Background: an optimization exercise with open tools, aiming at small area and a short achievable clock period. Do not read the settings as production practice. Function was checked by simulation only, so behaviour that the tests miss may differ from the original.

**flow/run.sh**
```bash
#!/bin/bash
# synth_recipe.tcl (not shown) runs the flow's synth.tcl, then flattens the netlist and writes it again
# the make line also repeats each setting of config.mk as NAME=value (left out here)
make -C /OpenROAD-flow-scripts/flow DESIGN_CONFIG=/design/flow/config.mk WORK_HOME=/design/flow/orfs CLKGATE_MAP_FILE= SYNTH_SCRIPT=/design/flow/synth_recipe.tcl finish
```
**flow/config.mk**
```make
export PLATFORM = sky130hd
export DESIGN_NAME = main
export DESIGN_NICKNAME = main
export VERILOG_FILES = /design/flow/design.v
export SDC_FILE = /design/flow/constraint.sdc
export NUM_CORES = 4
export LEC_CHECK = 0
export ABC_AREA = 1
export CAP_MARGIN = 0
export CORE_MARGIN = 2
export CORE_UTILIZATION = 60
export SETUP_SLACK_MARGIN = 5
export SLEW_MARGIN = 0
export TNS_END_PERCENT = 10
```
**flow/constraint.sdc**
```tcl
create_clock -name core_clock -period 15.5 [get_ports {clk}]
set_input_delay 3.1000 -clock core_clock [delete_from_list [all_inputs] [get_ports {clk}]]
set_output_delay 3.1000 -clock core_clock [all_outputs]
set_load 0.01 [all_outputs]
```
**flow/design.v**
```verilog
module divmul8 (
    input  wire [7:0] n,       
    input  wire [7:0] d,       
    input  wire       mul,     
    input  wire       as,      
    input  wire       add,     
    output wire [7:0] q,
    output wire [7:0] r
);
    wire [7:0] ds = d ^ {8{mul}};
    wire inv0 = mul | (as & add);
    wire [7:0] ds0 = d ^ {8{inv0}};
    wire [3:0] pt = n[7:4] * d[3:0];
    wire hz7 = ~d[1] & ~d[2] & ~d[3] & ~d[4] & ~d[5] & ~d[6] & ~d[7];
    wire g7_0_0 = ~n[7] & d[0];
    wire p7_0_0 = ~(n[7] ^ d[0]);
    wire ge7 = hz7 & ~g7_0_0;
    assign q[7] = ge7;
    wire r7_0 = ge7 ? (n[7] ^ d[0] ^ 1'b0) : n[7];
    wire hz6 = ~d[2] & ~d[3] & ~d[4] & ~d[5] & ~d[6] & ~d[7];
    wire g6_0_0 = ~n[6] & d[0];
    wire p6_0_0 = ~(n[6] ^ d[0]);
    wire g6_1_0 = ~r7_0 & d[1];
    wire p6_1_0 = ~(r7_0 ^ d[1]);
    wire g6_1_1 = g6_1_0 | (p6_1_0 & g6_0_0);
    wire p6_1_1 = p6_1_0 & p6_0_0;
    wire ge6 = hz6 & ~g6_1_1;
    assign q[6] = ge6;
    wire r6_0 = ge6 ? (n[6] ^ d[0] ^ 1'b0) : n[6];
    wire r6_1 = ge6 ? (r7_0 ^ d[1] ^ g6_0_0) : r7_0;
    wire hz5 = ~d[3] & ~d[4] & ~d[5] & ~d[6] & ~d[7];
    wire g5_0_0 = ~n[5] & d[0];
    wire p5_0_0 = ~(n[5] ^ d[0]);
    wire g5_1_0 = ~r6_0 & d[1];
    wire p5_1_0 = ~(r6_0 ^ d[1]);
    wire g5_2_0 = ~r6_1 & d[2];
    wire p5_2_0 = ~(r6_1 ^ d[2]);
    wire g5_1_1 = g5_1_0 | (p5_1_0 & g5_0_0);
    wire p5_1_1 = p5_1_0 & p5_0_0;
    wire g5_2_2 = g5_2_0 | (p5_2_0 & g5_1_1);
    wire p5_2_2 = p5_2_0 & p5_1_1;
    wire ge5 = hz5 & ~g5_2_2;
    assign q[5] = ge5;
    wire r5_0 = ge5 ? (n[5] ^ d[0] ^ 1'b0) : n[5];
    wire r5_1 = ge5 ? (r6_0 ^ d[1] ^ g5_0_0) : r6_0;
    wire r5_2 = ge5 ? (r6_1 ^ d[2] ^ g5_1_1) : r6_1;
    wire hz4 = ~d[4] & ~d[5] & ~d[6] & ~d[7];
    wire g4_0_0 = ~n[4] & d[0];
    wire p4_0_0 = ~(n[4] ^ d[0]);
    wire g4_1_0 = ~r5_0 & d[1];
    wire p4_1_0 = ~(r5_0 ^ d[1]);
    wire g4_2_0 = ~r5_1 & d[2];
    wire p4_2_0 = ~(r5_1 ^ d[2]);
    wire g4_3_0 = ~r5_2 & d[3];
    wire p4_3_0 = ~(r5_2 ^ d[3]);
    wire g4_1_1 = g4_1_0 | (p4_1_0 & g4_0_0);
    wire p4_1_1 = p4_1_0 & p4_0_0;
    wire g4_3_1 = g4_3_0 | (p4_3_0 & g4_2_0);
    wire p4_3_1 = p4_3_0 & p4_2_0;
    wire g4_2_2 = g4_2_0 | (p4_2_0 & g4_1_1);
    wire p4_2_2 = p4_2_0 & p4_1_1;
    wire g4_3_2 = g4_3_1 | (p4_3_1 & g4_1_1);
    wire p4_3_2 = p4_3_1 & p4_1_1;
    wire ge4 = hz4 & ~g4_3_2;
    assign q[4] = ge4;
    wire r4_0 = ge4 ? (n[4] ^ d[0] ^ 1'b0) : n[4];
    wire r4_1 = ge4 ? (r5_0 ^ d[1] ^ g4_0_0) : r5_0;
    wire r4_2 = ge4 ? (r5_1 ^ d[2] ^ g4_1_1) : r5_1;
    wire r4_3 = ge4 ? (r5_2 ^ d[3] ^ g4_2_2) : r5_2;
    wire t3_0 = mul ? 1'b0 : n[3];
    wire t3_1 = mul ? pt[0] : r4_0;
    wire t3_2 = mul ? pt[1] : r4_1;
    wire t3_3 = mul ? pt[2] : r4_2;
    wire t3_4 = mul ? pt[3] : r4_3;
    wire hz3 = ~d[5] & ~d[6] & ~d[7] & ~mul;
    wire g3_0_0 = ~t3_0 & ds[0];
    wire p3_0_0 = ~(t3_0 ^ ds[0]);
    wire g3_1_0 = ~t3_1 & ds[1];
    wire p3_1_0 = ~(t3_1 ^ ds[1]);
    wire g3_2_0 = ~t3_2 & ds[2];
    wire p3_2_0 = ~(t3_2 ^ ds[2]);
    wire g3_3_0 = ~t3_3 & ds[3];
    wire p3_3_0 = ~(t3_3 ^ ds[3]);
    wire g3_4_0 = ~t3_4 & ds[4];
    wire p3_4_0 = ~(t3_4 ^ ds[4]);
    wire g3_0_b = g3_0_0 | (p3_0_0 & mul);
    wire g3_1_1 = g3_1_0 | (p3_1_0 & g3_0_b);
    wire p3_1_1 = p3_1_0 & p3_0_0;
    wire g3_3_1 = g3_3_0 | (p3_3_0 & g3_2_0);
    wire p3_3_1 = p3_3_0 & p3_2_0;
    wire g3_2_2 = g3_2_0 | (p3_2_0 & g3_1_1);
    wire p3_2_2 = p3_2_0 & p3_1_1;
    wire g3_3_2 = g3_3_1 | (p3_3_1 & g3_1_1);
    wire p3_3_2 = p3_3_1 & p3_1_1;
    wire g3_4_3 = g3_4_0 | (p3_4_0 & g3_3_2);
    wire p3_4_3 = p3_4_0 & p3_3_2;
    wire ge3 = (hz3 & ~g3_4_3) | (mul & n[3]);
    assign q[3] = ge3;
    wire r3_0 = ge3 ? (t3_0 ^ ds[0] ^ mul) : t3_0;
    wire r3_1 = ge3 ? (t3_1 ^ ds[1] ^ g3_0_b) : t3_1;
    wire r3_2 = ge3 ? (t3_2 ^ ds[2] ^ g3_1_1) : t3_2;
    wire r3_3 = ge3 ? (t3_3 ^ ds[3] ^ g3_2_2) : t3_3;
    wire r3_4 = ge3 ? (t3_4 ^ ds[4] ^ g3_3_2) : t3_4;
    wire nb2 = n[2] & ~mul;
    wire hz2 = ~d[6] & ~d[7] & ~mul;
    wire g2_0_0 = ~nb2 & ds[0];
    wire p2_0_0 = ~(nb2 ^ ds[0]);
    wire g2_1_0 = ~r3_0 & ds[1];
    wire p2_1_0 = ~(r3_0 ^ ds[1]);
    wire g2_2_0 = ~r3_1 & ds[2];
    wire p2_2_0 = ~(r3_1 ^ ds[2]);
    wire g2_3_0 = ~r3_2 & ds[3];
    wire p2_3_0 = ~(r3_2 ^ ds[3]);
    wire g2_4_0 = ~r3_3 & ds[4];
    wire p2_4_0 = ~(r3_3 ^ ds[4]);
    wire g2_5_0 = ~r3_4 & ds[5];
    wire p2_5_0 = ~(r3_4 ^ ds[5]);
    wire g2_0_b = g2_0_0 | (p2_0_0 & mul);
    wire g2_1_1 = g2_1_0 | (p2_1_0 & g2_0_b);
    wire p2_1_1 = p2_1_0 & p2_0_0;
    wire g2_3_1 = g2_3_0 | (p2_3_0 & g2_2_0);
    wire p2_3_1 = p2_3_0 & p2_2_0;
    wire g2_5_1 = g2_5_0 | (p2_5_0 & g2_4_0);
    wire p2_5_1 = p2_5_0 & p2_4_0;
    wire g2_2_2 = g2_2_0 | (p2_2_0 & g2_1_1);
    wire p2_2_2 = p2_2_0 & p2_1_1;
    wire g2_3_2 = g2_3_1 | (p2_3_1 & g2_1_1);
    wire p2_3_2 = p2_3_1 & p2_1_1;
    wire g2_4_3 = g2_4_0 | (p2_4_0 & g2_3_2);
    wire p2_4_3 = p2_4_0 & p2_3_2;
    wire g2_5_3 = g2_5_1 | (p2_5_1 & g2_3_2);
    wire p2_5_3 = p2_5_1 & p2_3_2;
    wire ge2 = (hz2 & ~g2_5_3) | (mul & n[2]);
    assign q[2] = ge2;
    wire r2_0 = ge2 ? (nb2 ^ ds[0] ^ mul) : nb2;
    wire r2_1 = ge2 ? (r3_0 ^ ds[1] ^ g2_0_b) : r3_0;
    wire r2_2 = ge2 ? (r3_1 ^ ds[2] ^ g2_1_1) : r3_1;
    wire r2_3 = ge2 ? (r3_2 ^ ds[3] ^ g2_2_2) : r3_2;
    wire r2_4 = ge2 ? (r3_3 ^ ds[4] ^ g2_3_2) : r3_3;
    wire r2_5 = ge2 ? (r3_4 ^ ds[5] ^ g2_4_3) : r3_4;
    wire nb1 = n[1] & ~mul;
    wire hz1 = ~d[7] & ~mul & ~as;
    wire g1_0_0 = ~nb1 & ds[0];
    wire p1_0_0 = ~(nb1 ^ ds[0]);
    wire g1_1_0 = ~r2_0 & ds[1];
    wire p1_1_0 = ~(r2_0 ^ ds[1]);
    wire g1_2_0 = ~r2_1 & ds[2];
    wire p1_2_0 = ~(r2_1 ^ ds[2]);
    wire g1_3_0 = ~r2_2 & ds[3];
    wire p1_3_0 = ~(r2_2 ^ ds[3]);
    wire g1_4_0 = ~r2_3 & ds[4];
    wire p1_4_0 = ~(r2_3 ^ ds[4]);
    wire g1_5_0 = ~r2_4 & ds[5];
    wire p1_5_0 = ~(r2_4 ^ ds[5]);
    wire g1_6_0 = ~r2_5 & ds[6];
    wire p1_6_0 = ~(r2_5 ^ ds[6]);
    wire g1_0_b = g1_0_0 | (p1_0_0 & mul);
    wire g1_1_1 = g1_1_0 | (p1_1_0 & g1_0_b);
    wire p1_1_1 = p1_1_0 & p1_0_0;
    wire g1_3_1 = g1_3_0 | (p1_3_0 & g1_2_0);
    wire p1_3_1 = p1_3_0 & p1_2_0;
    wire g1_5_1 = g1_5_0 | (p1_5_0 & g1_4_0);
    wire p1_5_1 = p1_5_0 & p1_4_0;
    wire g1_2_2 = g1_2_0 | (p1_2_0 & g1_1_1);
    wire p1_2_2 = p1_2_0 & p1_1_1;
    wire g1_3_2 = g1_3_1 | (p1_3_1 & g1_1_1);
    wire p1_3_2 = p1_3_1 & p1_1_1;
    wire g1_6_2 = g1_6_0 | (p1_6_0 & g1_5_1);
    wire p1_6_2 = p1_6_0 & p1_5_1;
    wire g1_4_3 = g1_4_0 | (p1_4_0 & g1_3_2);
    wire p1_4_3 = p1_4_0 & p1_3_2;
    wire g1_5_3 = g1_5_1 | (p1_5_1 & g1_3_2);
    wire p1_5_3 = p1_5_1 & p1_3_2;
    wire g1_6_3 = g1_6_2 | (p1_6_2 & g1_3_2);
    wire p1_6_3 = p1_6_2 & p1_3_2;
    wire ge1 = (hz1 & ~g1_6_3) | (mul & n[1]);
    assign q[1] = ge1;
    wire u1_0 = as ? n[1] : nb1;
    wire r1_0 = ge1 ? (nb1 ^ ds[0] ^ mul) : u1_0;
    wire u1_1 = as ? n[2] : r2_0;
    wire r1_1 = ge1 ? (r2_0 ^ ds[1] ^ g1_0_b) : u1_1;
    wire u1_2 = as ? n[3] : r2_1;
    wire r1_2 = ge1 ? (r2_1 ^ ds[2] ^ g1_1_1) : u1_2;
    wire u1_3 = as ? n[4] : r2_2;
    wire r1_3 = ge1 ? (r2_2 ^ ds[3] ^ g1_2_2) : u1_3;
    wire u1_4 = as ? n[5] : r2_3;
    wire r1_4 = ge1 ? (r2_3 ^ ds[4] ^ g1_3_2) : u1_4;
    wire u1_5 = as ? n[6] : r2_4;
    wire r1_5 = ge1 ? (r2_4 ^ ds[5] ^ g1_4_3) : u1_5;
    wire u1_6 = as ? n[7] : r2_5;
    wire r1_6 = ge1 ? (r2_5 ^ ds[6] ^ g1_5_3) : u1_6;
    wire nb0 = n[0] & ~mul;
    wire hz0 = 1'b1 & ~mul & ~as;
    wire g0_0_0 = ~nb0 & ds0[0];
    wire p0_0_0 = ~(nb0 ^ ds0[0]);
    wire g0_1_0 = ~r1_0 & ds0[1];
    wire p0_1_0 = ~(r1_0 ^ ds0[1]);
    wire g0_2_0 = ~r1_1 & ds0[2];
    wire p0_2_0 = ~(r1_1 ^ ds0[2]);
    wire g0_3_0 = ~r1_2 & ds0[3];
    wire p0_3_0 = ~(r1_2 ^ ds0[3]);
    wire g0_4_0 = ~r1_3 & ds0[4];
    wire p0_4_0 = ~(r1_3 ^ ds0[4]);
    wire g0_5_0 = ~r1_4 & ds0[5];
    wire p0_5_0 = ~(r1_4 ^ ds0[5]);
    wire g0_6_0 = ~r1_5 & ds0[6];
    wire p0_6_0 = ~(r1_5 ^ ds0[6]);
    wire g0_7_0 = ~r1_6 & ds0[7];
    wire p0_7_0 = ~(r1_6 ^ ds0[7]);
    wire g0_0_b = g0_0_0 | (p0_0_0 & inv0);
    wire g0_1_1 = g0_1_0 | (p0_1_0 & g0_0_b);
    wire p0_1_1 = p0_1_0 & p0_0_0;
    wire g0_3_1 = g0_3_0 | (p0_3_0 & g0_2_0);
    wire p0_3_1 = p0_3_0 & p0_2_0;
    wire g0_5_1 = g0_5_0 | (p0_5_0 & g0_4_0);
    wire p0_5_1 = p0_5_0 & p0_4_0;
    wire g0_7_1 = g0_7_0 | (p0_7_0 & g0_6_0);
    wire p0_7_1 = p0_7_0 & p0_6_0;
    wire g0_2_2 = g0_2_0 | (p0_2_0 & g0_1_1);
    wire p0_2_2 = p0_2_0 & p0_1_1;
    wire g0_3_2 = g0_3_1 | (p0_3_1 & g0_1_1);
    wire p0_3_2 = p0_3_1 & p0_1_1;
    wire g0_6_2 = g0_6_0 | (p0_6_0 & g0_5_1);
    wire p0_6_2 = p0_6_0 & p0_5_1;
    wire g0_7_2 = g0_7_1 | (p0_7_1 & g0_5_1);
    wire p0_7_2 = p0_7_1 & p0_5_1;
    wire g0_4_3 = g0_4_0 | (p0_4_0 & g0_3_2);
    wire p0_4_3 = p0_4_0 & p0_3_2;
    wire g0_5_3 = g0_5_1 | (p0_5_1 & g0_3_2);
    wire p0_5_3 = p0_5_1 & p0_3_2;
    wire g0_6_3 = g0_6_2 | (p0_6_2 & g0_3_2);
    wire p0_6_3 = p0_6_2 & p0_3_2;
    wire g0_7_3 = g0_7_2 | (p0_7_2 & g0_3_2);
    wire p0_7_3 = p0_7_2 & p0_3_2;
    wire ge0 = (hz0 & ~g0_7_3) | (mul & n[0]) | as;
    assign q[0] = ge0;
    wire r0_0 = ge0 ? (nb0 ^ ds0[0] ^ inv0) : nb0;
    wire r0_1 = ge0 ? (r1_0 ^ ds0[1] ^ g0_0_b) : r1_0;
    wire r0_2 = ge0 ? (r1_1 ^ ds0[2] ^ g0_1_1) : r1_1;
    wire r0_3 = ge0 ? (r1_2 ^ ds0[3] ^ g0_2_2) : r1_2;
    wire r0_4 = ge0 ? (r1_3 ^ ds0[4] ^ g0_3_2) : r1_3;
    wire r0_5 = ge0 ? (r1_4 ^ ds0[5] ^ g0_4_3) : r1_4;
    wire r0_6 = ge0 ? (r1_5 ^ ds0[6] ^ g0_5_3) : r1_5;
    wire r0_7 = ge0 ? (r1_6 ^ ds0[7] ^ g0_6_3) : r1_6;
    assign r = {r0_7, r0_6, r0_5, r0_4, r0_3, r0_2, r0_1, r0_0};
endmodule
module main (
    input wire clk,
    input wire rst,
    input wire [7:0] in,
    input wire [2:0] op,
    input wire apply,
    output wire [7:0] tail,
    output wire empty,
    output reg valid
);
    reg [7:0] q0, q1, q2, q3, q4;
    reg [2:0] c;     
    assign tail  = q0;
    assign empty = (c == 3'd0);
    reg [7:0] a, b;
    always @* begin
        case ({c[2], c[0]})
            2'd0: begin a = q1; b = q0; end
            2'd1: begin a = q2; b = q1; end
            2'd2: begin a = q3; b = q2; end
            default: begin a = q4; b = q3; end
        endcase
    end
    wire       mul = op[1] & op[0];
    wire       as  = ~op[0] & (op[1] ^ op[2]);
    wire       add = ~op[2];
    wire [7:0] quo, rem;
    divmul8 u_div (.n(b), .d(a), .mul(mul), .as(as), .add(add), .q(quo), .r(rem));
    reg [7:0] res;
    always @* begin
        case (op)
            3'd0:    res = in;
            3'd5:    res = quo;
            default: res = rem;
        endcase
    end
    wire full = c[2] & c[0];
    wire ge2  = c[2] | c[1];
    wire ge1  = c != 3'd0;
    wire bad = (op == 3'd7)
             | ((op == 3'd0) & full)
             | ((op == 3'd1) & ~ge1)
             | ((op != 3'd0) & (op != 3'd1) & ~ge2)
             | (((op == 3'd5) | (op == 3'd6)) & (a == 8'd0));
    always @(posedge clk) begin
        if (apply && op != 3'd1) begin
            q0 <= res;
            q1 <= q0;
            q2 <= q1;
            q3 <= q2;
            q4 <= q3;
        end
    end
    always @(posedge clk or posedge rst) begin
        if (rst) begin
            c     <= 3'd0;
            valid <= 1'b1;
        end else if (apply) begin
            if (op == 3'd0) c <= c + 3'd1;
            else            c <= c - 3'd1;
            if (bad) valid <= 1'b0;
        end
    end
endmodule
```
==> out/metrics.yaml, run 1 <==
outcome: "timing/DRC/antenna clean"
fillCellCount: 331
drt-initial-drc-count: 541
drt-wirelength-per-cell_um: 21.2
synth_nets: 592
cts_root_buf: "clkbuf_8"
hp-class: "reg -> reg"
wl_mm: 15.6
setup_viol: 0
period_needed_ns: 11.08
grt_pass1_wl_mm: 20.9
hold_violations: 0
cts_buffers: 5
dp_hpwl_mm: 8.25
cp_common_cell: "nand2_1"
post-route-period-util: 0.715
path_class: "reg -> reg"
fmax_ghz: 0.0902
routed_via_density: 6.25
cpPeakStageDelay_ns: 0.54
drive_gt1_frac: 0.360
cp_slowest_cell: "dfrtp_4"
avgSynthCellArea_um2: 7.97
grt_pass1_vias: 4384
fin_nets: 703
ys_async_sr_fraction: 0.0909
ys.warnings.count: 1
num_io_pins: 24
dp_cells: 639
fp-row-count: 30
crit_required_ns: 15.65
grt_max_degree: 31
clk_path_buf_depth: 2
tightest_slew_ns: 0.657
ys_seq_area_frac: 0.309
setup_ws_ns: 4.42
fp.dieW_um: 87.8
ys.flop_type: "edfxtp_1"
rsz0062_at_grt: "true"
initial_utilization: 0.620
areaGrowthSynthToFinish_pct: 41.7
arrival_ns: 11.23
drtAntennaViolNets: 0
cts_max_level: 2
die_h_um: 87.8
cts.sinks: 44
final.setup.tns_ns: 0
maxSlewViolCount: 0
fin_skew_ns: 0.00930
grt_usage: 0.356
n_antenna_cell: 0
portBuffers: 23
vias: 4607
clock_latency_ns: 0.29
place_congestion: 0.892
end_kind: "flip-flop"
drcViolationCount: 0
antenna_found_initial: 0
rrSetupSlack_ns: 4.42
path_clk_slew_ns: 0.08
coreArea_mm2: 0.00679
synth_cell_type_count: 47
layoutNonFillerInstCount: 737
post-place-ws_ns: 2.56
cap_violations: 0
die-area_mm2: 0.00771
final_util: 0.879
max_slew_margin: 0.561
synth_enable_flop_cells: 40
gr-total-overflow: 0
startpoint_type: "flip-flop"
drt_first_pass_iters: 6
cts_tree: "built"
worst-path-max-fanout: 7
synth-seq-cells: 44
synthCells: 529
netlist_area_mm2: 0.00422
[per-layer routing]
metal	track usage	wire length [um]	part of all wire
met5	0	0	0
met4	0.194	1170	0.075
met3	0.0518	1380	0.088
met2	0.621	7700	0.49
met1	0.421	5360	0.34
[critical path: cells and delay by family (launching register included)]
kind	cells	cell delay, ns
simple gates	35	4.37
fa+ha+maj	8	2.68
compound gates	13	2.03
buf+inv	11	1.11
flops	1	0.54
xor+xnor	1	0.18
[layout by cell type (no fill, tap or decap), types with 6 or more instances in the layout]
cell,Yosys,layout
nand2_2,4,23
o21ai_0,23,14
nand2_4,0,7
nor2_1,34,25
inv_1,67,53
nor2_4,1,6
buf_4,5,80
buf_6,1,10
o21ai_1,5,9
or2_2,8,7
inv_2,2,10
a21oi_1,26,17
fa_2,0,9
xor2_1,23,20
fa_1,18,9
nand3_2,0,10
nand3_1,47,36
nand2_1,133,106
a21oi_2,3,9
clkdlybuf4s50_1,0,23
ha_4,0,8
ha_1,31,22
nand4_1,10,10
edfxtp_1,40,40
[per-stage QoR]
step | hold WS (ns) | instance area, um2
after detailed placement | 0.459 | 4530
after CTS | 0.474 | 5460
after floorplan | 0.445 | 4240
final | 0.475 | 5970
after global placement | 0.453 | 4530
after global routing | 0.491 | 5970
[final cells by class]
cell class / instances / area (um2) / area share
Clock inverter: 1 / 30.0 / 0.00503
Clock buffer: 7 / 76.3 / 0.0128
Multi-Input combinational cell: 405 / 3170 / 0.530
Timing Repair Buffer: 115 / 983 / 0.165
Inverter: 69 / 284 / 0.0476
Sequential cell: 44 / 1310 / 0.219
Tap cell: 96 / 120 / 0.0201
[flip-flops by register name, summed over array words and instances (netlist names)]
name,count
valid,1
c,3
q2,8
q4,8
q1,8
q0,8
q3,8
[cell usage after synthesis (5+ instances only)]
| cell | instances | share of area |
|---|---|---|
| a21oi_1 | 26 | 0.031 |
| buf_4 | 5 | 0.0089 |
| edfxtp_1 | 40 | 0.28 |
| fa_1 | 18 | 0.085 |
| ha_1 | 31 | 0.092 |
| inv_1 | 67 | 0.060 |
| nand2_1 | 133 | 0.12 |
| nand3_1 | 47 | 0.056 |
| nand4_1 | 10 | 0.015 |
| nor2_1 | 34 | 0.030 |
| o21ai_0 | 23 | 0.027 |
| o21ai_1 | 5 | 0.0059 |
| or2_2 | 8 | 0.012 |
| xnor2_1 | 6 | 0.012 |
| xor2_1 | 23 | 0.048 |
[final timing paths]
path                       start  depth (start not counted)     to
hold / removal             q1[5]                          0  q2[5]
setup reg to reg            c[2]                         68  q0[5]
min in group asynchronous    rst                          2   c[0]
setup / recovery            c[2]                         68  q0[5]
hold reg to reg            q1[5]                          0  q2[5]
max in group asynchronous    rst                          2  valid
[logic make-up after synthesis]
| family | count (synthesis) | share of synthesized area |
|---|---|---|
| compound gates | 80 | 0.115 |
| flops | 44 | 0.309 |
| mux | 1 | 0.00237 |
| fa+ha+maj | 49 | 0.178 |
| buf+inv | 80 | 0.0778 |
| simple gates | 246 | 0.258 |
| xor+xnor | 29 | 0.0603 |
[what timing repair did]
item                       4_1_cts  5_1_grt
resized for setup               66       92
setup endpoints to repair        8        8
hold buffers                     0        0
buffers inserted                69       21
pin swaps                       23       71
==> run 2, diff against run 1 <==
--- a/flow/config.mk
+++ b/flow/config.mk
@@ -9,6 +9,6 @@
 export CAP_MARGIN = 0
 export CORE_MARGIN = 2
 export CORE_UTILIZATION = 60
-export SETUP_SLACK_MARGIN = 5
+export SETUP_SLACK_MARGIN = 4
 export SLEW_MARGIN = 0
 export TNS_END_PERCENT = 10
==> out/metrics.yaml, run 2 <==
outcome: "timing/DRC/antenna clean"  # unchanged
min_delay_path_depth: 1  # was 0
final_common_cell: "nand2_1"  # unchanged
synthAdderAreaFrac: 0.178  # unchanged
final.setup.tns_ns: 0  # unchanged
fmax_ghz: 0.0897  # was 0.0902 GHz
synthTopCellsByCount: "nand2_1 (133), inv_1 (67), nand3_1 (47)"  # unchanged
fp-row-count: 30  # unchanged
synth_xor_area_frac: 0.0603  # unchanged
holdWs_ns: 0.485  # was 0.475 ns
synth_nets: 592  # unchanged
netlist_area_mm2: 0.00422  # unchanged
num_io_pins: 24  # unchanged
cts_buffers: 5  # unchanged
drt-met1-wl_mm: 4.60  # was 5.36 mm
synth_enable_flop_cells: 40  # unchanged
rr_startpoint: "c[0]"  # was c[2]
hold_violations: 0  # unchanged
r2r_end: "q0[3]"  # was q0[5]
drtAntennaViolNets: 0  # unchanged
antenna_found_initial: 0  # unchanged
arrival_ns: 11.18  # was 11.23 ns
routed_via_density: 5.79  # was 6.25
place_congestion: 0.889  # was 0.892
dr.max_layer_used: "met4"  # unchanged
initial_utilization: 0.620  # unchanged
die_h_um: 87.8  # unchanged
cts.sinks: 44  # unchanged
n_antenna_cell: 0  # unchanged
vias: 4020  # was 4607
grt_pass1_vias: 3616  # was 4384
synth_top_family_by_area: "simple AND/OR/NAND/NOR gates"  # unchanged
worst-path-max-fanout: 12  # was 7
cts_max_level: 2  # unchanged
startpoint_type: "input pin"  # was flip-flop
clock_latency_ns: 0.29  # about the same
areaGrowthSynthToFinish_pct: 24.8  # was 41.7%
setup_viol: 0  # unchanged
yosys.area_share.simple: 0.258  # unchanged
dp_hpwl_mm: 8.09  # was 8.25 mm
yosysMostFrequentCell: "nand2_1"  # unchanged
synth_cell_type_count: 47  # unchanged
grt_pass1_wl_mm: 17.9  # was 20.9 mm
ys.warnings.count: 1  # unchanged
r2r.worst_path.cells: 73  # was 68
hp-class: "reg -> reg"  # unchanged
post-route-period-util: 0.719  # was 0.715
fillCellCount: 476  # was 331
ys.flop_type: "edfxtp_1"  # unchanged
final_util: 0.774  # was 0.879
avgSynthCellArea_um2: 7.97  # unchanged
cts_tree: "built"  # unchanged
cts_root_buf: "clkbuf_8"  # unchanged
met3_length_um: 734  # was 1.38 mm
die-area_mm2: 0.00771  # unchanged
ys_async_sr_fraction: 0.0909  # unchanged
synth.largest_area_cell: "edfxtp_1"  # unchanged
fin_nets: 660  # was 703
synth-compound-area-share: 0.115  # unchanged
routed-wl-met2_mm: 5.78  # was 7.70 mm
synth_mux_area_frac: 0.00237  # unchanged
portBuffers: 23  # unchanged
ys_seq_area_frac: 0.309  # unchanged
fin_skew_ns: 0.00579  # was 0.00930 ns
cpPeakStageDelay_ns: 0.55  # was 0.54 ns
coreArea_mm2: 0.00679  # unchanged
drt-wirelength-per-cell_um: 16.7  # was 21.2 um
synthTopCellsByArea: "edfxtp_1 (28%), nand2_1 (12%), ha_1 (9.2%)"  # unchanged
grt_max_degree: 39  # was 31
grt_usage: 0.303  # was 0.356
synth-seq-cells: 44  # unchanged
hold_end: "valid"  # was q2[5]
drive_gt1_frac: 0.227  # was 0.360
synthCells: 529  # unchanged
gr-total-overflow: 0  # unchanged
tightest_slew_ns: 0.674  # was 0.657 ns
synth_top_area_frac: 0.285  # unchanged
wl_mm: 11.6  # was 15.6 mm
path_clk_slew_ns: 0.08  # about the same
drt-initial-drc-count: 396  # was 541
drt_first_pass_iters: 5  # was 6
crit_required_ns: 15.53  # was 15.65 ns
cp_common_cell: "nand2_1"  # unchanged
maxSlewViolCount: 0  # unchanged
min-delay-start: "valid"  # was q1[5]
rrSetupSlack_ns: 4.61  # was 4.42 ns
end_kind: "flip-flop"  # unchanged
mostFrequentLayoutCells: "nand2_1 (126), inv_1 (59), nand3_1 (47), buf_4 (44), edfxtp_1 (40)"  # was nand2_1 (106), buf_4 (80), inv_1 (53), edfxtp_1 (40), nand3_1 (36)
cp_slowest_cell: "nand2_1"  # was dfrtp_4
drcViolationCount: 0  # unchanged
rsz0062_at_grt: "false"  # was true
clk_path_buf_depth: 2  # unchanged
fp.dieW_um: 87.8  # unchanged
cap_violations: 0  # unchanged
max_slew_margin: 0.549  # was 0.561
period_needed_ns: 11.15  # was 11.08 ns
path_class: "in -> reg"  # was reg -> reg
==> run 2: changes by cell type in the layout (fill, tap and decap cells not counted), moves of 5 or more <==
cell,previous run,this run
nand3_1,36,47
nand3_2,10,0
buf_6,10,1
inv_1,53,59
nand2_2,23,9
nand2_1,106,126
buf_4,80,44
nor2_1,25,30
==> run 2: critical path, delay by kind of cell <==
kind | cells | cell delay (ns)
AND/OR/NAND/NOR | 21 | 2.67
XOR/XNOR | 1 | 0.21
AO/OA/AOI/OAI | 12 | 1.72
buffers and inverters | 9 | 1.69
adder cells (fa/ha/maj) | 5 | 1.74
==> run 2: cells by family after synthesis <==
family                     Yosys count
and+or+nand+nor                    246
AOI/OAI and AO/OA                   80
buffers and inverters               80
adders and majority gates           49
DFF                                 44
xor gates and xnor gates            29
muxes                                1
==> run 2: timing repair <==
item / CTS / global route
setup endpoints to repair: 8 / 8
buffers inserted: 17 / 29
pin swaps: 3 / 22
resized for setup: 29 / 45
cloned: 0 / 1
hold buffers: 0 / 0
==> run 2: layout make-up <==
class	instances	area (um2)	area share
repair buffers	71	587	0.112
multi-input cells	406	2860	0.544
clock inverters	2	35.0	0.00666
well taps	96	120	0.0228
flip-flops and latches	44	1310	0.249
inverters	69	272	0.0516
clock buffers	6	72.6	0.0138
==> run 2: stage by stage <==
step,cell area (um2),cells,setup slack (ns)
global route,5260,694,3.84
detailed placement,4510,639,2.41
floorplan,4220,529,4.48
CTS,4840,664,4.01
global placement,4510,639,2.68
finish,5260,694,4.35
==> run 2: worst max path at each step <==
stage               startpoint  endpoint  slack (ns)  cells past startpoint
detailed placement        c[2]     q0[4]        2.41                     70
global placement          c[2]     q0[4]        2.68                     70
finish                   op[0]     q0[3]        4.35                     48
global route              c[0]     q0[3]        3.84                     74
CTS                       c[0]     q0[4]        4.01                     70
floorplan                 c[0]     q0[4]        4.48                     74
==> run 2: layer usage <==
layer | global-route usage | vias up
li1 | - | 1891
met1 | 0.404 | 1891
met2 | 0.495 | 200
met3 | 0.0320 | 38
met4 | 0.145 | 0
met5 | 0 | -
==> run 3, diff against run 2 <==
--- a/flow/config.mk
+++ b/flow/config.mk
@@ -9,6 +9,6 @@
 export CAP_MARGIN = 0
 export CORE_MARGIN = 2
 export CORE_UTILIZATION = 60
-export SETUP_SLACK_MARGIN = 4
+export SETUP_SLACK_MARGIN = 2
 export SLEW_MARGIN = 0
 export TNS_END_PERCENT = 10
==> out/metrics.yaml, run 3 <==
outcome: "timing/DRC/antenna clean"  # unchanged
ys.warnings.count: 1  # unchanged
final_common_cell: "nand2_1"  # unchanged
drtAntennaViolNets: 0  # unchanged
post_cts_buffers: 0  # was 17
coreArea_mm2: 0.00679  # unchanged
dr.max_layer_used: "met4"  # unchanged
routed-wl-met2_mm: 5.00  # was 5.78 mm
seq_area_mm2: 0.00131  # about the same
n_antenna_cell: 0  # unchanged
arrival_ns: 12.42  # was 11.18 ns
cp_slowest_cell: "dfrtp_4"  # was nand2_1
drt_first_pass_iters: 5  # unchanged
synth_nets: 592  # unchanged
final.setup.tns_ns: 0  # unchanged
ys_async_sr_fraction: 0.0909  # unchanged
clk_path_buf_depth: 2  # unchanged
ys_seq_area_frac: 0.309  # unchanged
drcViolationCount: 0  # unchanged
synth_cell_type_count: 47  # unchanged
drive_gt1_frac: 0.0835  # was 0.227
cts_max_level: 2  # unchanged
vias: 3652  # was 4020
period_needed_ns: 12.37  # was 11.15 ns
startpoint_type: "flip-flop"  # was input pin
drt-met1-wl_mm: 4.47  # was 4.60 mm
rsz0062_at_grt: "true"  # was false
fin_skew_ns: 0.00682  # was 0.00579 ns
end_kind: "flip-flop"  # unchanged
maxSlewViolCount: 0  # unchanged
cts_buffers: 5  # unchanged
yosysMostFrequentCell: "nand2_1"  # unchanged
tightest_slew_ns: 0.714  # was 0.674 ns
place_congestion: 0.889  # unchanged
mostFrequentLayoutCells: "nand2_1 (131), inv_1 (66), nand3_1 (47), edfxtp_1 (40), nor2_1 (33)"  # was nand2_1 (126), inv_1 (59), nand3_1 (47), buf_4 (44), edfxtp_1 (40)
die_h_um: 87.8  # unchanged
met3_length_um: 511  # was 734 um
grt_max_degree: 39  # unchanged
hold_violations: 0  # unchanged
num_io_pins: 24  # unchanged
post-route-period-util: 0.798  # was 0.719
cap_violations: 0  # unchanged
fmax_ghz: 0.0809  # was 0.0897 GHz
cts_tree: "built"  # unchanged
grt_pass1_wl_mm: 16.9  # was 17.9 mm
synthTopCellsByCount: "nand2_1 (133), inv_1 (67), nand3_1 (47)"  # unchanged
clock_latency_ns: 0.30  # was 0.29 ns
wl_mm: 10.3  # was 11.6 mm
cts_root_buf: "clkbuf_8"  # unchanged
avgSynthCellArea_um2: 7.97  # unchanged
fin_nets: 613  # was 660
grt_usage: 0.287  # was 0.303
synth.largest_area_cell: "edfxtp_1"  # unchanged
cts.sinks: 44  # unchanged
ys.flop_type: "edfxtp_1"  # unchanged
initial_utilization: 0.620  # unchanged
dp_hpwl_mm: 8.09  # unchanged
cp_common_cell: "nand2_1"  # unchanged
path_clk_slew_ns: 0.08  # about the same
crit_required_ns: 15.55  # was 15.53 ns
synthTopCellsByArea: "edfxtp_1 (28%), nand2_1 (12%), ha_1 (9.2%)"  # unchanged
drt-initial-drc-count: 332  # was 396
netlist_area_mm2: 0.00422  # unchanged
fp-row-count: 30  # unchanged
die-area_mm2: 0.00771  # unchanged
setup_viol: 0  # unchanged
areaGrowthSynthToFinish_pct: 10.2  # was 24.8%
worst-path-max-fanout: 23  # was 12
synth_top_area_frac: 0.285  # unchanged
grt_pass1_vias: 3433  # was 3616
max_slew_margin: 0.522  # was 0.549
antenna_found_initial: 0  # unchanged
cpPeakStageDelay_ns: 0.60  # was 0.55 ns
fp.dieW_um: 87.8  # unchanged
multi_input_area_mm2: 0.00261  # was 0.00286 mm2
portBuffers: 23  # unchanged
synthCells: 529  # unchanged
hp-class: "reg -> reg"  # unchanged
synth-seq-cells: 44  # unchanged
drt-wirelength-per-cell_um: 15.9  # was 16.7 um
synth_enable_flop_cells: 40  # unchanged
path_class: "reg -> reg"  # was in -> reg
routed_via_density: 5.64  # was 5.79
gr-total-overflow: 0  # unchanged
fillCellCount: 577  # was 476
==> run 3: routing by layer <==
metal | track usage | up-vias
met4 | 0.108 | 0
met3 | 0.0264 | 22
met2 | 0.479 | 127
met5 | 0 | -
met1 | 0.391 | 1708
li1 | - | 1795
==> run 3: stage by stage <==
stage / std cells / utilization / worst slack (ns) / instance area (um2) / hold WS, ns
floorplan: 529 / - / 4.48 / 4220 / 0.445
global placement: 639 / 0.664 / 2.68 / 4510 / 0.457
detailed placement: 639 / 0.664 / 2.41 / 4510 / 0.467
CTS: 647 / 0.680 / 2.40 / 4620 / 0.485
global route: 647 / 0.684 / 1.98 / 4650 / 0.496
finish: 647 / 0.684 / 3.13 / 4650 / 0.482
==> run 3: area by class of cell <==
cell class              count  share of cell area
clock inverters             2             0.00754
multi-input cells         405               0.561
repair buffers             25              0.0528
clock buffers               6              0.0156
well taps                  96              0.0258
inverters                  69              0.0557
flip-flops and latches     44               0.281
==> run 3: final timing paths <==
check / startpoint / to / slack, ns / cells after the start
max: c[0] / q0[4] / 3.13 / 73
min: valid / valid / 0.48 / 1
max reg2reg: c[0] / q0[4] / 3.13 / 73
min reg2reg: valid / valid / 0.48 / 1
max in group asynchronous: rst / valid / 12.29 / 2
min in group asynchronous: rst / c[1] / 2.98 / 2
==> run 3: what timing repair did <==
action	4_1_cts	5_1_grt
hold buffers	0	0
gates resized for setup	0	14
setup endpoints to repair	0	8
==> run 3: critical path: cells and delay by family, from the launching register on <==
kind	cells	cell delay, ns
AO/OA/AOI/OAI	12	1.85
XOR/XNOR	2	0.42
adder cells (fa/ha/maj)	10	3.83
buffers and inverters	12	1.40
flip-flops	1	0.60
AND/OR/NAND/NOR	37	3.98
==> run 3: logic make-up (layout without fill, tap and decap cells) <==
kind of cell | count (synthesis) | in the layout | synth area share
AND/OR/NAND/NOR | 246 | 246 | 0.258
XOR/XNOR | 29 | 29 | 0.0603
AO/OA/AOI/OAI | 80 | 80 | 0.115
adder cells (fa/ha/maj) | 49 | 49 | 0.178
flip-flops | 44 | 44 | 0.309
buffers and inverters | 80 | 102 | 0.0778
multiplexers | 1 | 1 | 0.00237
==> run 4, diff against run 3 <==
--- a/flow/config.mk
+++ b/flow/config.mk
@@ -9,6 +9,6 @@
 export CAP_MARGIN = 0
 export CORE_MARGIN = 2
 export CORE_UTILIZATION = 60
-export SETUP_SLACK_MARGIN = 2
+export SETUP_SLACK_MARGIN = 2.5
 export SLEW_MARGIN = 0
 export TNS_END_PERCENT = 10
==> out/metrics.yaml, run 4 <==
num_io_pins: 24  # unchanged
synthCells: 529  # unchanged
rsz0062_at_grt: "false"  # was true
ys_seq_area_frac: 0.309  # unchanged
antenna_found_initial: 0  # unchanged
drt-wirelength-per-cell_um: 16.3  # was 15.9 um
path_class: "reg -> reg"  # unchanged
end_kind: "flip-flop"  # unchanged
tightest_slew_ns: 0.715  # was 0.714 ns
cap_violations: 0  # unchanged
arrival_ns: 12.01  # was 12.42 ns
final_common_cell: "nand2_1"  # unchanged
cp.depth: 72  # was 73
synth_cell_type_count: 47  # unchanged
min_delay_path_depth: 1  # unchanged
drtAntennaViolNets: 0  # unchanged
cpPeakStageDelay_ns: 0.55  # was 0.60 ns
netlist_area_mm2: 0.00422  # unchanged
cts_tree: "built"  # unchanged
grt_pass1_wl_mm: 16.9  # about the same
die-area_mm2: 0.00771  # unchanged
cts_buffers: 5  # unchanged
cts.sinks: 44  # unchanged
seq_area_mm2: 0.00131  # about the same
drt_first_pass_iters: 5  # unchanged
max_slew_margin: 0.521  # was 0.522
synth_nets: 592  # unchanged
avgSynthCellArea_um2: 7.97  # unchanged
period_needed_ns: 11.96  # was 12.37 ns
post-route-period-util: 0.772  # was 0.798
ys.flop_type: "edfxtp_1"  # unchanged
setup_viol: 0  # unchanged
hold_violations: 0  # unchanged
r2r.worst_path.cells: 72  # was 73
ys_async_sr_fraction: 0.0909  # unchanged
crit_required_ns: 15.55  # about the same
gr-total-overflow: 0  # unchanged
cts_hold_buf: 0  # unchanged
place_congestion: 0.889  # unchanged
coreArea_mm2: 0.00679  # unchanged
drt-initial-drc-count: 367  # was 332
hp-class: "reg -> reg"  # unchanged
ys.warnings.count: 1  # unchanged
fin_nets: 625  # was 613
synth.largest_area_cell: "edfxtp_1"  # unchanged
drcViolationCount: 0  # unchanged
yosysMostFrequentCell: "nand2_1"  # unchanged
fillCellCount: 554  # was 577
mostFrequentLayoutCells: "nand2_1 (130), inv_1 (65), nand3_1 (47), edfxtp_1 (40)"  # was nand2_1 (131), inv_1 (66), nand3_1 (47), edfxtp_1 (40), nor2_1 (33)
n_antenna_cell: 0  # unchanged
initial_utilization: 0.620  # unchanged
areaGrowthSynthToFinish_pct: 13.5  # was 10.2%
fp.dieW_um: 87.8  # unchanged
worst-path-max-fanout: 13  # was 23
maxSlewViolCount: 0  # unchanged
clock_latency_ns: 0.30  # about the same
multi_input_area_mm2: 0.00265  # was 0.00261 mm2
grt_usage: 0.288  # was 0.287
vias: 3745  # was 3652
routed_via_density: 5.68  # was 5.64
cts_max_level: 2  # unchanged
path_clk_slew_ns: 0.08  # about the same
portBuffers: 23  # unchanged
path_buf_inv: 12  # unchanged
fp-row-count: 30  # unchanged
synth_top_area_frac: 0.285  # unchanged
final.setup.tns_ns: 0  # unchanged
drive_gt1_frac: 0.112  # was 0.0835
startpoint_type: "flip-flop"  # unchanged
grt_pass1_vias: 3435  # was 3433
wl_mm: 10.7  # was 10.3 mm
fin_skew_ns: 0.00662  # was 0.00682 ns
cp_slowest_cell: "dfrtp_4"  # unchanged
synthTopCellsByArea: "edfxtp_1 (28%), nand2_1 (12%), ha_1 (9.2%)"  # unchanged
grt_max_degree: 39  # unchanged
cp_top_family: "simple AND/OR/NAND/NOR gates"  # unchanged
fmax_ghz: 0.0836  # was 0.0809 GHz
dp_hpwl_mm: 8.09  # unchanged
outcome: "timing/DRC/antenna clean"  # unchanged
synth-seq-cells: 44  # unchanged
synthTopCellsByCount: "nand2_1 (133), inv_1 (67), nand3_1 (47)"  # unchanged
synth_enable_flop_cells: 40  # unchanged
die_h_um: 87.8  # unchanged
clk_path_buf_depth: 2  # unchanged
cts_root_buf: "clkbuf_8"  # unchanged
cp_common_cell: "nand2_1"  # unchanged
## run 4: path summary, 6_finish.rpt
path	start	to	slack, ns
worst max-delay path	c[0]	q0[4]	3.54
worst min-delay path	valid	valid	0.49
worst max register to register	c[0]	q0[4]	3.54
worst min register to register	valid	valid	0.49
max in group asynchronous	rst	valid	12.29
min in group asynchronous	rst	c[0]	2.98
## run 4: per-stage QoR
step	area (um2)	hold WS, ns	std cells	setup WS, ns	utilization
floorplan	4220	0.445	529	4.48	-
global placement	4510	0.457	639	2.68	0.664
detailed placement	4510	0.467	639	2.41	0.664
CTS	4620	0.485	647	2.64	0.680
global route	4790	0.496	659	2.48	0.704
finish	4790	0.485	659	3.54	0.704
## run 4: cell type report
| class | count | share of cell area |
|---|---|---|
| Clock buffer | 6 | 0.0152 |
| Clock inverter | 2 | 0.00732 |
| Inverter | 69 | 0.0554 |
| Multi-Input combinational cell | 405 | 0.553 |
| Sequential cell | 44 | 0.274 |
| Tap cell | 96 | 0.0251 |
| Timing Repair Buffer | 37 | 0.0701 |
## run 4: timing repair
action	4_1_cts	5_1_grt
pin swaps	0	2
setup endpoints to repair	3	8
hold endpoints to repair	0	0
resized for setup	2	23
setup buffers	0	12
## run 4: kinds of logic (layout without fill, tap and decap cells)
group / Yosys count / after routing / share of synthesized area
adders and majority gates: 49 / 49 / 0.178
and+or+nand+nor: 246 / 246 / 0.258
xor gates and xnor gates: 29 / 29 / 0.0603
muxes: 1 / 1 / 0.00237
buffers and inverters: 80 / 114 / 0.0778
AOI/OAI and AO/OA: 80 / 80 / 0.115
DFF: 44 / 44 / 0.309
## run 4: per-layer routing
layer  vias up  wire, um  part of all wire  GRT usage
met5         -         0                 0          0
met4         0       388             0.036      0.108
met3        33       522             0.049     0.0264
met2       137      5190              0.48      0.479
met1      1756      4610              0.43      0.391
li1       1819         -                 -          -
==> run 5, diff against run 4 <==
--- a/flow/config.mk
+++ b/flow/config.mk
@@ -9,6 +9,7 @@
 export CAP_MARGIN = 0
 export CORE_MARGIN = 2
 export CORE_UTILIZATION = 60
-export SETUP_SLACK_MARGIN = 2.5
+export GPL_TIMING_DRIVEN = 0
+export SETUP_SLACK_MARGIN = 3
 export SLEW_MARGIN = 0
 export TNS_END_PERCENT = 10
==> out/metrics.yaml, run 5 <==
fin_skew_ns: 0.0125  # was 0.00662 ns
post-place-ws_ns: 2.45  # was 2.41 ns
dp_cells: 648  # was 639
ys.flop_type: "edfxtp_1"  # unchanged
cpPeakStageDelay_ns: 0.46  # was 0.55 ns
final.setup.tns_ns: 0  # unchanged
max_slew_margin: 0.434  # was 0.521
synth_enable_flop_cells: 40  # unchanged
synth_xor_area_frac: 0.0603  # unchanged
cp_common_cell: "nand2_1"  # unchanged
path_class: "reg -> reg"  # unchanged
die-area_mm2: 0.00771  # unchanged
yosysMostFrequentCell: "nand2_1"  # unchanged
yosys.area_share.simple: 0.258  # unchanged
end_kind: "flip-flop"  # unchanged
synthAdderAreaFrac: 0.178  # unchanged
path_clk_slew_ns: 0.09  # was 0.08 ns
drt_first_pass_iters: 7  # was 5
cts_hold_buf: 0  # unchanged
fillCellCount: 548  # was 554
grt_pass1_vias: 3640  # was 3435
drt-initial-drc-count: 362  # was 367
vias: 3892  # was 3745
portBuffers: 23  # unchanged
cts_buffers: 5  # unchanged
drive_gt1_frac: 0.135  # was 0.112
initial_utilization: 0.620  # unchanged
setup_viol: 0  # unchanged
seq_area_mm2: 0.00131  # about the same
n_antenna_cell: 0  # unchanged
period_needed_ns: 11.57  # was 11.96 ns
hp-class: "reg -> reg"  # unchanged
synth_top_area_frac: 0.285  # unchanged
place_area_mm2: 0.00457  # was 0.00451 mm2
die_h_um: 87.8  # unchanged
final_common_cell: "nand2_1"  # unchanged
drt-wirelength-per-cell_um: 16.4  # was 16.3 um
ys_seq_area_frac: 0.309  # unchanged
worst-path-max-fanout: 10  # was 13
coreArea_mm2: 0.00679  # unchanged
mostFrequentLayoutCells: "nand2_1 (131), inv_1 (62), nand3_1 (47), edfxtp_1 (40), nor2_1 (34)"  # was nand2_1 (130), inv_1 (65), nand3_1 (47), edfxtp_1 (40)
crit_required_ns: 15.54  # was 15.55 ns
antenna_found_initial: 0  # unchanged
drcViolationCount: 0  # unchanged
final_area_mm2: 0.00489  # was 0.00479 mm2
rsz0062_at_grt: "false"  # unchanged
fp.dieW_um: 87.8  # unchanged
synthTopCellsByArea: "edfxtp_1 (28%), nand2_1 (12%), ha_1 (9.2%)"  # unchanged
holdWs_ns: 0.479  # was 0.485 ns
synth-compound-area-share: 0.115  # unchanged
routed_via_density: 5.83  # was 5.68
gr-total-overflow: 0  # unchanged
startpoint_type: "flip-flop"  # unchanged
drtAntennaViolNets: 0  # unchanged
fin_nets: 634  # was 625
synthTopCellsByCount: "nand2_1 (133), inv_1 (67), nand3_1 (47)"  # unchanged
synth_nets: 592  # unchanged
ys_async_sr_fraction: 0.0909  # unchanged
maxSlewViolCount: 0  # unchanged
synth_top_family_by_area: "simple AND/OR/NAND/NOR gates"  # unchanged
place_congestion: 0.917  # was 0.889
outcome: "timing/DRC/antenna clean"  # unchanged
netlist_area_mm2: 0.00422  # unchanged
avgSynthCellArea_um2: 7.97  # unchanged
cts.sinks: 44  # unchanged
wl_mm: 10.9  # was 10.7 mm
synth_cell_type_count: 47  # unchanged
dp_hpwl_mm: 8.29  # was 8.09 mm
grt_max_degree: 41  # was 39
synth_mux_area_frac: 0.00237  # unchanged
hold_violations: 0  # unchanged
grt_usage: 0.297  # was 0.288
fmax_ghz: 0.0864  # was 0.0836 GHz
setup_ws_ns: 3.93  # was 3.54 ns
synth-seq-cells: 44  # unchanged
grt_pass1_wl_mm: 17.6  # was 16.9 mm
layoutNonFillerInstCount: 668  # was 659
arrival_ns: 11.61  # was 12.01 ns
areaGrowthSynthToFinish_pct: 15.9  # was 13.5%
fp-row-count: 30  # unchanged
synthCells: 529  # unchanged
cts_tree: "built"  # unchanged
cts_root_buf: "clkbuf_8"  # unchanged
post-route-period-util: 0.747  # was 0.772
cp_slowest_cell: "dfrtp_2"  # was dfrtp_4
clk_path_buf_depth: 2  # unchanged
num_io_pins: 24  # unchanged
cts_max_level: 2  # unchanged
final_util: 0.719  # was 0.704
multi_input_area_mm2: 0.00269  # was 0.00265 mm2
tightest_slew_ns: 0.848  # was 0.715 ns
cap_violations: 0  # unchanged
clock_latency_ns: 0.30  # about the same
synth.largest_area_cell: "edfxtp_1"  # unchanged
ys.warnings.count: 1  # unchanged
-- run 5: cell counts after synthesis --
Identical to the previous run, type by type.
-- run 5: cell families (layout without fill, tap and decap cells) --
family	Yosys count	count (layout)
AOI/OAI and AO/OA	80	80
DFF	44	44
adders and majority gates	49	49
xor gates and xnor gates	29	29
muxes	1	1
buffers and inverters	80	123
and+or+nand+nor	246	246
-- run 5: final cells by class --
class,instances,share of cell area
clock buffer,6,0.0149
multi-input combinational,405,0.551
timing repair buffer,35,0.0656
clock inverter,2,0.00717
inverter,69,0.0538
sequential,44,0.267
buffer,11,0.0161
tap,96,0.0246
-- run 5: worst paths after layout --
path	from	endpoint	slack [ns]	cells past startpoint
max	c[0]	q0[4]	3.93	78
min in group asynchronous	rst	c[1]	2.98	2
max reg2reg	c[0]	q0[4]	3.93	78
min reg2reg	q1[7]	q2[7]	0.48	0
min	q1[7]	q2[7]	0.48	0
max in group asynchronous	rst	valid	12.30	2
-- run 5: layer usage --
layer,wire length (um),vias up,global-route usage
met1,4470,1868,0.391
met4,333,0,0.110
li1,-,1835,-
met2,5470,160,0.506
met5,0,-,0
met3,660,29,0.0349
-- run 5: worst max-delay path: cells and delay by family, from the launching register on --
kind	cells	cell delay, ns
xor+xnor	1	0.15
simple gates	38	3.45
flops	1	0.46
buf+inv	14	1.58
compound gates	15	2.22
fa+ha+maj	10	3.45
-- run 5: repair_timing --
item,CTS,global route
setup endpoints to repair,8,8
pin swaps,0,5
endpoints found under the hold margin,0,0
gates cloned,0,0
setup buffers,2,10
resized for setup,3,30
==> run 6, diff against run 5 <==
--- a/flow/config.mk
+++ b/flow/config.mk
@@ -5,11 +5,9 @@
 export SDC_FILE = /design/flow/constraint.sdc
 export NUM_CORES = 4
 export LEC_CHECK = 0
-export ABC_AREA = 1
 export CAP_MARGIN = 0
 export CORE_MARGIN = 2
 export CORE_UTILIZATION = 60
-export GPL_TIMING_DRIVEN = 0
 export SETUP_SLACK_MARGIN = 3
 export SLEW_MARGIN = 0
 export TNS_END_PERCENT = 10
==> out/metrics.yaml, run 6 <==
cp_slowest_cell: "or4_4"  # was dfrtp_2
synth-seq-cells: 44  # unchanged
synth.largest_area_cell: "edfxtp_1"  # unchanged
arrival_ns: 12.38  # was 11.61 ns
fin_nets: 545  # was 634
final_area_mm2: 0.00551  # was 0.00489 mm2
cts.sinks: 44  # unchanged
worst-path-max-fanout: 9  # was 10
n_antenna_cell: 0  # unchanged
period_needed_ns: 12.35  # was 11.57 ns
synth_top_area_frac: 0.277  # was 0.285
wl_mm: 12.1  # was 10.9 mm
num_io_pins: 24  # unchanged
outcome: "timing/DRC/antenna clean"  # unchanged
hp-class: "reg -> reg"  # unchanged
areaGrowthSynthToFinish_pct: 27.1  # was 15.9%
drt-initial-drc-count: 305  # was 362
die-area_mm2: 0.00791  # was 0.00771 mm2
synth_mux_area_frac: 0.110  # was 0.00237
multi_input_area_mm2: 0.00312  # was 0.00269 mm2
path_clk_slew_ns: 0.08  # was 0.09 ns
fmax_ghz: 0.0810  # was 0.0864 GHz
synth_nets: 475  # was 592
antenna_found_initial: 0  # unchanged
synthTopCellsByArea: "edfxtp_1 (28%), ha_1 (9.0%), fa_1 (8.3%)"  # was edfxtp_1 (28%), nand2_1 (12%), ha_1 (9.2%)
dp_hpwl_mm: 8.21  # was 8.29 mm
synth_top_family_by_area: "adder cells"  # was simple AND/OR/NAND/NOR gates
grt_max_degree: 26  # was 41
cp_common_cell: "fa_2"  # was nand2_1
avgSynthCellArea_um2: 10.5  # was 7.97 um2
cap_violations: 0  # unchanged
maxSlewViolCount: 0  # unchanged
synthAdderAreaFrac: 0.173  # was 0.178
hold_violations: 0  # unchanged
final_common_cell: "buf_4"  # was nand2_1
path_class: "reg -> reg"  # unchanged
path_buf_inv: 7  # was 14
setup_ws_ns: 3.15  # was 3.93 ns
ys_async_sr_fraction: 0.0909  # unchanged
fillCellCount: 441  # was 548
mostFrequentLayoutCells: "buf_4 (55), edfxtp_1 (40), nand2_1 (38), xnor2_1 (27), ha_1 (27)"  # was nand2_1 (131), inv_1 (62), nand3_1 (47), edfxtp_1 (40), nor2_1 (34)
cts_max_level: 2  # unchanged
portBuffers: 23  # unchanged
cts_buffers: 5  # unchanged
rrSetupSlack_ns: 3.15  # was 3.93 ns
final_util: 0.797  # was 0.719
initial_utilization: 0.627  # was 0.620
post-route-period-util: 0.796  # was 0.747
ys_seq_area_frac: 0.301  # was 0.309
die_h_um: 89.0  # was 87.8 um
clock_latency_ns: 0.30  # about the same
seq_area_mm2: 0.00131  # about the same
synth_cell_type_count: 73  # was 47
routed_via_density: 6.45  # was 5.83
end_kind: "flip-flop"  # unchanged
cts_root_buf: "clkbuf_8"  # unchanged
grt_pass1_wl_mm: 17.6  # unchanged
grt_pass1_vias: 3343  # was 3640
vias: 3732  # was 3892
gr-total-overflow: 0  # unchanged
synth_enable_flop_cells: 40  # unchanged
final.setup.tns_ns: 0  # unchanged
ys.flop_type: "edfxtp_1"  # unchanged
yosys.area_share.simple: 0.125  # was 0.258
startpoint_type: "flip-flop"  # unchanged
place_congestion: 0.887  # was 0.917
cpPeakStageDelay_ns: 0.56  # was 0.46 ns
clk_path_buf_depth: 2  # unchanged
drtAntennaViolNets: 0  # unchanged
synthTopCellsByCount: "nand2_1 (41), edfxtp_1 (40), ha_1 (31)"  # was nand2_1 (133), inv_1 (67), nand3_1 (47)
fp.dieW_um: 89.0  # was 87.8 um
synth_xor_area_frac: 0.0688  # was 0.0603
rsz0062_at_grt: "true"  # was false
fp-row-count: 30  # unchanged
coreArea_mm2: 0.00691  # was 0.00679 mm2
fin_skew_ns: 0.0114  # was 0.0125 ns
cp_top_family: "simple AND/OR/NAND/NOR gates"  # unchanged
grt_usage: 0.300  # was 0.297
post-place-ws_ns: 1.18  # was 2.45 ns
crit_required_ns: 15.54  # about the same
synth-compound-area-share: 0.171  # was 0.115
drt_first_pass_iters: 5  # was 7
drive_gt1_frac: 0.348  # was 0.135
ys.warnings.count: 1  # unchanged
synthCells: 412  # was 529
tightest_slew_ns: 0.807  # was 0.848 ns
setup_viol: 0  # unchanged
drcViolationCount: 0  # unchanged
cts_tree: "built"  # unchanged
netlist_area_mm2: 0.00433  # was 0.00422 mm2
drt-wirelength-per-cell_um: 20.9  # was 16.4 um
yosysMostFrequentCell: "nand2_1"  # unchanged
place_area_mm2: 0.00465  # was 0.00457 mm2
max_slew_margin: 0.458  # was 0.434
## run 6: cell count changes after synthesis, sizes merged, moves of 9 or more
cell | previous run | this run
a21oi | 29 | 15
a21o | 0 | 11
xnor2 | 6 | 29
inv | 69 | 28
nand2 | 137 | 41
nor2 | 36 | 27
mux4 | 0 | 14
xor2 | 23 | 5
nand3 | 47 | 4
nand4 | 12 | 1
## run 6: what timing repair did
action / 4_1_cts / 5_1_grt
hold buffers: 0 / 0
setup endpoints to repair: 8 / 8
setup buffers: 30 / 27
resized for setup: 36 / 40
endpoints found under the hold margin: 0 / 0
pin swaps: 15 / 43
## run 6: logic make-up (layout without fill, tap and decap cells)
group | after synthesis | count (layout)
AOI/OAI and AO/OA | 102 | 102
xor gates and xnor gates | 34 | 34
adders and majority gates | 49 | 49
buffers and inverters | 49 | 120
DFF | 44 | 44
muxes | 27 | 27
and+or+nand+nor | 107 | 107
## run 6: through the flow
step           hold WS (ns)  instances
6_report              0.454        579
5_1_grt               0.492        579
4_1_cts               0.453        552
3_5_place_dp          0.440        514
3_3_place_gp          0.433        514
2_1_floorplan         0.435        412
## run 6: final cells by class
cell class	instances	area share
Clock inverter	2	0.00705
Tap cell	96	0.0218
Timing Repair Buffer	84	0.132
Clock buffer	6	0.0150
Sequential cell	44	0.237
Multi-Input combinational cell	319	0.567
Inverter	28	0.0191
## run 6: metal layers
metal  wire length, um  vias up  GRT usage
met4               237        0     0.0543
met3              1140       32     0.0499
met2              5860      218      0.484
met1              4850     1826      0.437
li1                  -     1656          -
met5                 0        -          0
## run 6: worst min-delay path, cell delays in order, from the launching register on
cell and delay (ns):
dfstp_2 0.38, inv_1 0.04, a31oi_1 0.04
## run 6: path summary, 6_finish.rpt
path / depth (start not counted) / to / start
min in group asynchronous: 2 / c[2] / rst
setup reg to reg: 54 / q0[7] / c[0]
hold / removal: 2 / valid / valid
setup / recovery: 54 / q0[7] / c[0]
hold reg to reg: 2 / valid / valid
max in group asynchronous: 2 / valid / rst
==> run 7, diff against run 6 <==
--- a/flow/config.mk
+++ b/flow/config.mk
@@ -5,6 +5,7 @@
 export SDC_FILE = /design/flow/constraint.sdc
 export NUM_CORES = 4
 export LEC_CHECK = 0
+export ABC_AREA = 1
 export CAP_MARGIN = 0
 export CORE_MARGIN = 2
 export CORE_UTILIZATION = 60
==> out/metrics.yaml, run 7 <==
cp_common_cell: "nand2_1"  # was fa_2
die-area_mm2: 0.00771  # was 0.00791 mm2
synth_nets: 592  # was 475
arrival_ns: 11.65  # was 12.38 ns
cts_tree: "built"  # unchanged
synth-seq-cells: 44  # unchanged
cts_max_level: 2  # unchanged
cpPeakStageDelay_ns: 0.67  # was 0.56 ns
outcome: "timing/DRC/antenna clean"  # unchanged
holdWs_ns: 0.485  # was 0.454 ns
end_kind: "flip-flop"  # unchanged
hold_violations: 0  # unchanged
final_common_cell: "nand2_1"  # was buf_4
drt_first_pass_iters: 6  # was 5
crit_required_ns: 15.55  # was 15.54 ns
clock_latency_ns: 0.30  # about the same
antenna_found_initial: 0  # unchanged
num_io_pins: 24  # unchanged
ys_async_sr_fraction: 0.0909  # unchanged
startpoint_type: "input pin"  # was flip-flop
grt_max_degree: 39  # was 26
gr-total-overflow: 0  # unchanged
clk_path_buf_depth: 2  # unchanged
r2r.worst_path.cells: 71  # was 54
cts_root_buf: "clkbuf_8"  # unchanged
setup_viol: 0  # unchanged
rsz0062_at_grt: "false"  # was true
fp-row-count: 30  # unchanged
place_area_mm2: 0.00451  # was 0.00465 mm2
dp_hpwl_mm: 8.09  # was 8.21 mm
post-route-period-util: 0.748  # was 0.796
grt_pass1_wl_mm: 16.9  # was 17.6 mm
portBuffers: 23  # unchanged
hold_end: "valid"  # unchanged
synthTopCellsByArea: "edfxtp_1 (28%), nand2_1 (12%), ha_1 (9.2%)"  # was edfxtp_1 (28%), ha_1 (9.0%), fa_1 (8.3%)
place_congestion: 0.889  # was 0.887
fin_nets: 629  # was 545
r2r_end: "q0[4]"  # was q0[7]
drcViolationCount: 0  # unchanged
worst-path-max-fanout: 17  # was 9
netlist_area_mm2: 0.00422  # was 0.00433 mm2
synthTopCellsByCount: "nand2_1 (133), inv_1 (67), nand3_1 (47)"  # was nand2_1 (41), edfxtp_1 (40), ha_1 (31)
cts_buffers: 5  # unchanged
cp_slowest_cell: "inv_1"  # was or4_4
avgSynthCellArea_um2: 7.97  # was 10.5 um2
die_h_um: 87.8  # was 89.0 um
min_delay_path_depth: 1  # was 2
routed_via_density: 5.70  # was 6.45
rr_startpoint: "c[2]"  # was c[0]
drive_gt1_frac: 0.123  # was 0.348
path_class: "in -> reg"  # was reg -> reg
rrSetupSlack_ns: 3.92  # was 3.15 ns
synth_cell_type_count: 47  # was 73
synth.largest_area_cell: "edfxtp_1"  # unchanged
grt_pass1_vias: 3436  # was 3343
fp.dieW_um: 87.8  # was 89.0 um
max_slew_margin: 0.529  # was 0.458
cts.sinks: 44  # unchanged
initial_utilization: 0.620  # was 0.627
tightest_slew_ns: 0.704  # was 0.807 ns
drt-wirelength-per-cell_um: 16.3  # was 20.9 um
final.setup.tns_ns: 0  # unchanged
fin_skew_ns: 0.00563  # was 0.0114 ns
cts_hold_buf: 0  # unchanged
final_area_mm2: 0.00484  # was 0.00551 mm2
run 7: cell types whose count changed in the layout (fill, tap and decap cells not counted), moves of 8 or more:
cell / change
nand2_1: +92
nor2_1: +9
nand4_1: +9
inv_1: +40
xor2_1: +17
a21o_1: -10
buf_4: -39
xnor2_1: -22
o21ai_0: +8
fa_1: +9
fa_2: -9
a21oi_1: +19
nand3_1: +43
mux4_2: -14
run 7: metal layers:
layer	wire, um	vias up	global-route usage	share of wire
li1	-	1832	-	-
met1	4470	1771	0.388	0.41
met2	5340	150	0.482	0.50
met3	648	26	0.0264	0.060
met4	319	0	0.108	0.030
met5	0	-	0	0
run 7: worst max-delay path, delay by kind of cell:
kind	cells	cell delay [ns]
XOR/XNOR	3	0.94
AND/OR/NAND/NOR	23	2.74
adder cells (fa/ha/maj)	5	1.91
buffers and inverters	9	1.86
AO/OA/AOI/OAI	7	1.11
run 7: final cells by class:
type                    count  area, um2
multi-input cells         405       2680
fillers                   548       1950
flip-flops and latches     44       1310
repair buffers             41        363
inverters                  69        265
well taps                  96        120
clock buffers               6       72.6
clock inverters             2       35.0
run 7: kinds of logic after synthesis:
kind of cell,count (synthesis),share of synthesized area
AND/OR/NAND/NOR,246,0.258
XOR/XNOR,29,0.0603
buffers and inverters,80,0.0778
adder cells (fa/ha/maj),49,0.178
AO/OA/AOI/OAI,80,0.115
flip-flops,44,0.309
multiplexers,1,0.00237
run 7: how the worst max path moves through the flow:
stage | to | from | slack (ns) | depth (start not counted)
6_report | q0[4] | op[0] | 3.90 | 47
5_1_grt | q0[3] | c[2] | 2.92 | 74
4_1_cts | q0[4] | c[0] | 3.11 | 73
3_5_place_dp | q0[4] | c[2] | 2.41 | 70
3_3_place_gp | q0[4] | c[2] | 2.68 | 70
2_1_floorplan | q0[4] | c[0] | 4.48 | 74
run 7: through the flow:
step / cells / utilization / setup WS [ns]
5_1_grt: 663 / 0.713 / 2.92
2_1_floorplan: 529 / - / 4.48
3_5_place_dp: 639 / 0.664 / 2.41
6_report: 663 / 0.713 / 3.90
3_3_place_gp: 639 / 0.664 / 2.68
4_1_cts: 647 / 0.683 / 3.11
run 7: what timing repair did:
| action | 4_1_cts | 5_1_grt |
|---|---|---|
| pin swaps | 0 | 3 |
| setup buffers | 0 | 16 |
| setup endpoints to repair | 8 | 8 |
| gates resized for setup | 10 | 21 |

-- static timing again, ports no longer ideal --
The flow's constraints put no driver on any port. The routed layouts listed below were extracted and timed again, unchanged, in two steps.
Step 1 (the two cells are an assumption about what drives the block):
set clk [get_ports {clk}]
set_driving_cell -lib_cell sky130_fd_sc_hd__clkbuf_16 $clk
set_driving_cell -lib_cell sky130_fd_sc_hd__buf_2 [delete_from_list [all_inputs] $clk]
Step 2, shift: input delay + t, output delay - t, t = (earliest + latest rising clock arrival at the registers) / 2. This alone moves slack from input paths to output paths.
Slacks: ideal ports / drivers / drivers and shift; pairs: ideal ports / drivers.
run	t, ns	setup slack, ns	worst hold slack (ns)	pins driven straight from the clock port
run 1	0.318	4.418 / 4.418 / 4.239	0.475 / 0.475 / 0.475	1
run 2	0.318	4.352 / 4.353 / 4.035	0.485 / 0.485 / 0.485	1
run 3	0.323	3.135 / 3.135 / 3.135	0.482 / 0.482 / 0.482	1
run 4	0.324	3.539 / 3.539 / 3.304	0.485 / 0.485 / 0.485	1
run 5	0.320	3.928 / 3.928 / 3.838	0.479 / 0.479 / 0.479	1
run 6	0.319	3.155 / 3.155 / 3.155	0.454 / 0.454 / 0.454	1
run 7	0.325	3.903 / 3.905 / 3.580	0.485 / 0.485 / 0.485	1
After both steps every run listed still meets setup and hold. For run 7, which loses most, drivers alone change the setup slack by +0.002 ns; drivers and shift together by -0.323 ns.
